Context: an optimization exercise on an open-source flow, tuned for small area and a short achievable clock period. The choices shown serve that exercise and are no tape-out recipe. Function was checked by simulation only, so behaviour that the tests miss may differ from the original. The flow treats the clock pin as an ideal source. Dropping or thinning the clock tree relies on that and would not hold on a real chip.

v6:
// FIFO_DPRAM
module FIFO_DPRAM #(
   parameter      DATA_W      = 16,
   parameter      FIFO_DEPTH  = 64
)(
   input  wire    clk,
   input  wire    rst,
   input  wire    i_wr_en,
   input  wire    i_rd_en,
   output wire    o_empty,
   output wire    o_full,
   input  wire[DATA_W-1:0] i_data,
   output wire[DATA_W-1:0] o_data
);
localparam LO_N = 8;
localparam HI_N = FIFO_DEPTH / LO_N;
reg [LO_N-1:0] wr_lo;
reg [HI_N-1:0] wr_hi;
reg [LO_N-1:0] rd_lo;
reg [HI_N-1:0] rd_hi;
reg [HI_N-1:0] rd_row;
reg [HI_N-1:0] wr_row;
wire[LO_N-1:0] wr_lo_nxt;
wire[HI_N-1:0] wr_hi_nxt;
wire[LO_N-1:0] rd_lo_nxt;
wire[HI_N-1:0] rd_hi_nxt;
reg not_empty;
reg full;
reg[DATA_W-1:0] data_out;
wire[DATA_W-1:0] ram_data;
wire wr_acc;
wire rd_acc;
wire inc;
wire dec;
wire one;
wire almost_full;
wire not_empty_nxt;
wire full_nxt;
assign wr_acc  = i_wr_en && !full;
assign rd_acc  = i_rd_en && (not_empty || i_wr_en);
assign inc     = wr_acc && !rd_acc;
assign dec     = rd_acc && !wr_acc;
function [LO_N-1:0] rot_lo(input [LO_N-1:0] v);
   rot_lo = {v[LO_N-2:0], v[LO_N-1]};
endfunction
function [HI_N-1:0] rot_hi(input [HI_N-1:0] v);
   rot_hi = {v[HI_N-2:0], v[HI_N-1]};
endfunction
assign one         = (|(wr_lo & rot_lo(rd_lo))) &&
                     (rd_lo[LO_N-1] ? |(wr_hi & rot_hi(rd_hi)) : |(wr_hi & rd_hi));
assign almost_full = (|(rd_lo & rot_lo(wr_lo))) &&
                     (wr_lo[LO_N-1] ? |(rd_hi & rot_hi(wr_hi)) : |(rd_hi & wr_hi));
assign not_empty_nxt = inc ? 1'b1 : dec ? !one : not_empty;
assign wr_lo_nxt     = wr_acc ? rot_lo(wr_lo) : wr_lo;
assign wr_hi_nxt     = (wr_acc && wr_lo[LO_N-1]) ? rot_hi(wr_hi) : wr_hi;
assign rd_lo_nxt     = rd_acc ? rot_lo(rd_lo) : rd_lo;
assign rd_hi_nxt     = (rd_acc && rd_lo[LO_N-1]) ? rot_hi(rd_hi) : rd_hi;
assign full_nxt      = dec ? 1'b0 : inc ? almost_full : full;
always @(posedge clk or negedge rst) begin
   if (!rst) begin
      wr_lo             <= {{(LO_N-1){1'b0}}, 1'b1};
      wr_hi             <= {{(HI_N-1){1'b0}}, 1'b1};
      rd_lo             <= {{(LO_N-1){1'b0}}, 1'b1};
  ...
Size in the first run: ~3,300 cells after synthesis, roughly 38 I/O pins, ~0.041 mm^2 of cells after synthesis.
==> module FIFO_DPRAM, before the edit <==
module FIFO_DPRAM #(
   parameter      DATA_W      = 16,
   parameter      FIFO_DEPTH  = 64
)(
   input  wire    clk,
   input  wire    rst,
   input  wire    i_wr_en,
   input  wire    i_rd_en,
   output wire    o_empty,
   output wire    o_full,
   input  wire[DATA_W-1:0] i_data,
   output wire[DATA_W-1:0] o_data
);
localparam LO_N = 8;
localparam HI_N = FIFO_DEPTH / LO_N;
reg [LO_N-1:0] wr_lo;
reg [HI_N-1:0] wr_hi;
reg [LO_N-1:0] rd_lo;
reg [HI_N-1:0] rd_hi;
reg [HI_N-1:0] rd_row;
reg [HI_N-1:0] wr_row;
wire[LO_N-1:0] wr_lo_nxt;
wire[HI_N-1:0] wr_hi_nxt;
wire[LO_N-1:0] rd_lo_nxt;
wire[HI_N-1:0] rd_hi_nxt;
reg not_empty;
reg full;
reg[DATA_W-1:0] data_out;
wire[DATA_W-1:0] ram_data;
wire wr_acc;
wire rd_acc;
wire inc;
wire dec;
wire one;
wire almost_full;
wire not_empty_nxt;
wire full_nxt;
assign wr_acc  = i_wr_en && !full;
assign rd_acc  = i_rd_en && (not_empty || i_wr_en);
assign inc     = wr_acc && !rd_acc;
assign dec     = rd_acc && !wr_acc;
function [LO_N-1:0] rot_lo(input [LO_N-1:0] v);
   rot_lo = {v[LO_N-2:0], v[LO_N-1]};
endfunction
function [HI_N-1:0] rot_hi(input [HI_N-1:0] v);
   rot_hi = {v[HI_N-2:0], v[HI_N-1]};
endfunction
assign one         = (|(wr_lo & rot_lo(rd_lo))) &&
                     (rd_lo[LO_N-1] ? |(wr_hi & rot_hi(rd_hi)) : |(wr_hi & rd_hi));
assign almost_full = (|(rd_lo & rot_lo(wr_lo))) &&
                     (wr_lo[LO_N-1] ? |(rd_hi & rot_hi(wr_hi)) : |(rd_hi & wr_hi));
assign not_empty_nxt = inc ? 1'b1 : dec ? !one : not_empty;
assign wr_lo_nxt     = wr_acc ? rot_lo(wr_lo) : wr_lo;
assign wr_hi_nxt     = (wr_acc && wr_lo[LO_N-1]) ? rot_hi(wr_hi) : wr_hi;
assign rd_lo_nxt     = rd_acc ? rot_lo(rd_lo) : rd_lo;
assign rd_hi_nxt     = (rd_acc && rd_lo[LO_N-1]) ? rot_hi(rd_hi) : rd_hi;
assign full_nxt      = dec ? 1'b0 : inc ? almost_full : full;
always @(posedge clk or negedge rst) begin
   if (!rst) begin
      wr_lo             <= {{(LO_N-1){1'b0}}, 1'b1};
      wr_hi             <= {{(HI_N-1){1'b0}}, 1'b1};
      rd_lo             <= {{(LO_N-1){1'b0}}, 1'b1};
      rd_hi             <= {{(HI_N-1){1'b0}}, 1'b1};
      rd_row            <= {HI_N{1'b0}};
      wr_row            <= {{(HI_N-1){1'b0}}, 1'b1};
      not_empty         <= 1'b0;
      full              <= 1'b0;
   end
   else begin
      wr_lo             <= wr_lo_nxt;
      wr_hi             <= wr_hi_nxt;
      wr_row            <= full_nxt ? {HI_N{1'b0}} : wr_hi_nxt;
      rd_lo             <= rd_lo_nxt;
      rd_hi             <= rd_hi_nxt;
      rd_row            <= not_empty_nxt ? rd_hi_nxt : {HI_N{1'b0}};
      not_empty         <= not_empty_nxt;
      full              <= full_nxt;
   end
end
FlagReg FlagReg (
   .clk(clk),
   .rst(rst),
   .i_not_empty(not_empty_nxt),
   .i_full(full_nxt),
   .o_empty(o_empty),
   .o_full(o_full)
);
always @(posedge clk) begin
   data_out <= ram_data;
end
assign o_data = data_out;
DualPortRAM #(
   .DATA_W(DATA_W),
   .LO_N(LO_N),
   .HI_N(HI_N))
DualPortRAM (
   .clk(clk),
   .i_rd_en(not_empty),
   .i_wr_lo(wr_lo),
   .i_wr_row(wr_row),
   .i_rd_lo(rd_lo),
   .i_rd_row(rd_row),
   .i_data(i_data),
   .i_byp_data(i_data),
   .o_data(ram_data)
);
endmodule
clock: 8.0 ns
lec_check: 0
cap_margin: 20
core_margin: 2
core_utilization: 65
slew_margin: 50
synth_hierarchical: 1
synth_minimum_keep_size: 0
standard.sh (not shown) runs the stock make flow with config.mk's settings and CLKGATE_MAP_FILE= SYNTH_SCRIPT=/design/flow/synth_recipe.tcl, a recipe that flattens the netlist after the stock synthesis.
==> flow/flow/run.sh <==
#!/bin/bash
# Layout flow: the standard ORFS flow (standard.sh), with a tighter
# setup-repair target, the registers that drive the empty and full outputs
# moved next to their port buffers after placement (flow/place.tcl), and a
# two-level clock tree built by flow/cts.tcl in place of TritonCTS (leaf
# buffers clkbuf_8 with about 16 flip-flops each).
set -euo pipefail
export FLOW_CTS_LEAF_BUF=sky130_fd_sc_hd__clkbuf_8
export FLOW_CTS_LEAF_N=16
bash standard.sh \
  SETUP_SLACK_MARGIN=5.45 \
  POST_DETAIL_PLACE_TCL="$PWD/flow/place.tcl" \
  PRE_CTS_TCL="$PWD/flow/cts.tcl" \
  finish > orfs_flow.log 2>&1
Other scripts of this flow, unchanged in this note and not shown: flow/flow/cts.tcl, flow/flow/place.tcl
For v7, these inputs were changed with respect to v6:
--- a/flow/design.v
+++ b/flow/design.v
@@ -224,4 +224,5 @@
 reg [HI_N-1:0] rd_hi;
 reg [HI_N-1:0] rd_row;
+reg [LO_N-1:0] rd_col;
 reg [HI_N-1:0] wr_row;
 wire[LO_N-1:0] wr_lo_nxt;
@@ -268,4 +269,5 @@
       rd_hi             <= {{(HI_N-1){1'b0}}, 1'b1};
       rd_row            <= {HI_N{1'b0}};
+      rd_col            <= {LO_N{1'b0}};
       wr_row            <= {{(HI_N-1){1'b0}}, 1'b1};
       not_empty         <= 1'b0;
@@ -279,4 +281,5 @@
       rd_hi             <= rd_hi_nxt;
       rd_row            <= not_empty_nxt ? rd_hi_nxt : {HI_N{1'b0}};
+      rd_col            <= not_empty_nxt ? rd_lo_nxt : {LO_N{1'b0}};
       not_empty         <= not_empty_nxt;
       full              <= full_nxt;
@@ -304,5 +307,5 @@
    .i_wr_lo(wr_lo),
    .i_wr_row(wr_row),
-   .i_rd_lo(rd_lo),
+   .i_rd_lo(rd_col),
    .i_rd_row(rd_row),
    .i_data(i_data),
Results
- Die outline area: v7 worse than v6
- Summary of the comparison: worst-case setup margin in the final layout is higher in v7, relative to v6.
- Post-cts sizing count for v7 is lower than for v6.
- The shortest clock period the worst path allows after layout number comes out lower for v7 vs v6.
- Per-cell routed wire length, v7 vs v6: down slightly
No run of this note takes its clock network from TritonCTS; it comes from the design's own scripts or RTL.

-- static timing again, ports no longer ideal --
Ports are ideal in the flow. The routed layouts listed here were re-timed in OpenROAD.
Step 1 (the two cells are an assumption about what drives the block):
set clk [get_ports {clk}]
set_driving_cell -lib_cell sky130_fd_sc_hd__clkbuf_16 $clk
set_driving_cell -lib_cell sky130_fd_sc_hd__buf_2 [delete_from_list [all_inputs] $clk]
Step 2, shift: input delay + t, output delay - t, t = (earliest + latest rising clock arrival at the registers) / 2. This alone moves slack from input paths to output paths.
Three values: no drivers, after step 1, after step 2; two values: the first two.
| run | t, ns | setup WS [ns] | clock arrival spread, ns | worst register clock-pin slew, ns |
|---|---|---|---|---|
| v6 | 0.589 | 5.327 / 5.270 / 4.956 | 0.028 / 0.027 | 0.11 / 0.11 |
| v7 | 0.577 | 5.379 / 5.283 / 4.931 | 0.018 / 0.018 | 0.10 / 0.10 |
After both steps every run listed still meets setup and hold. For v7, which loses most, drivers alone change the setup slack by -0.096 ns; drivers and shift together by -0.448 ns.
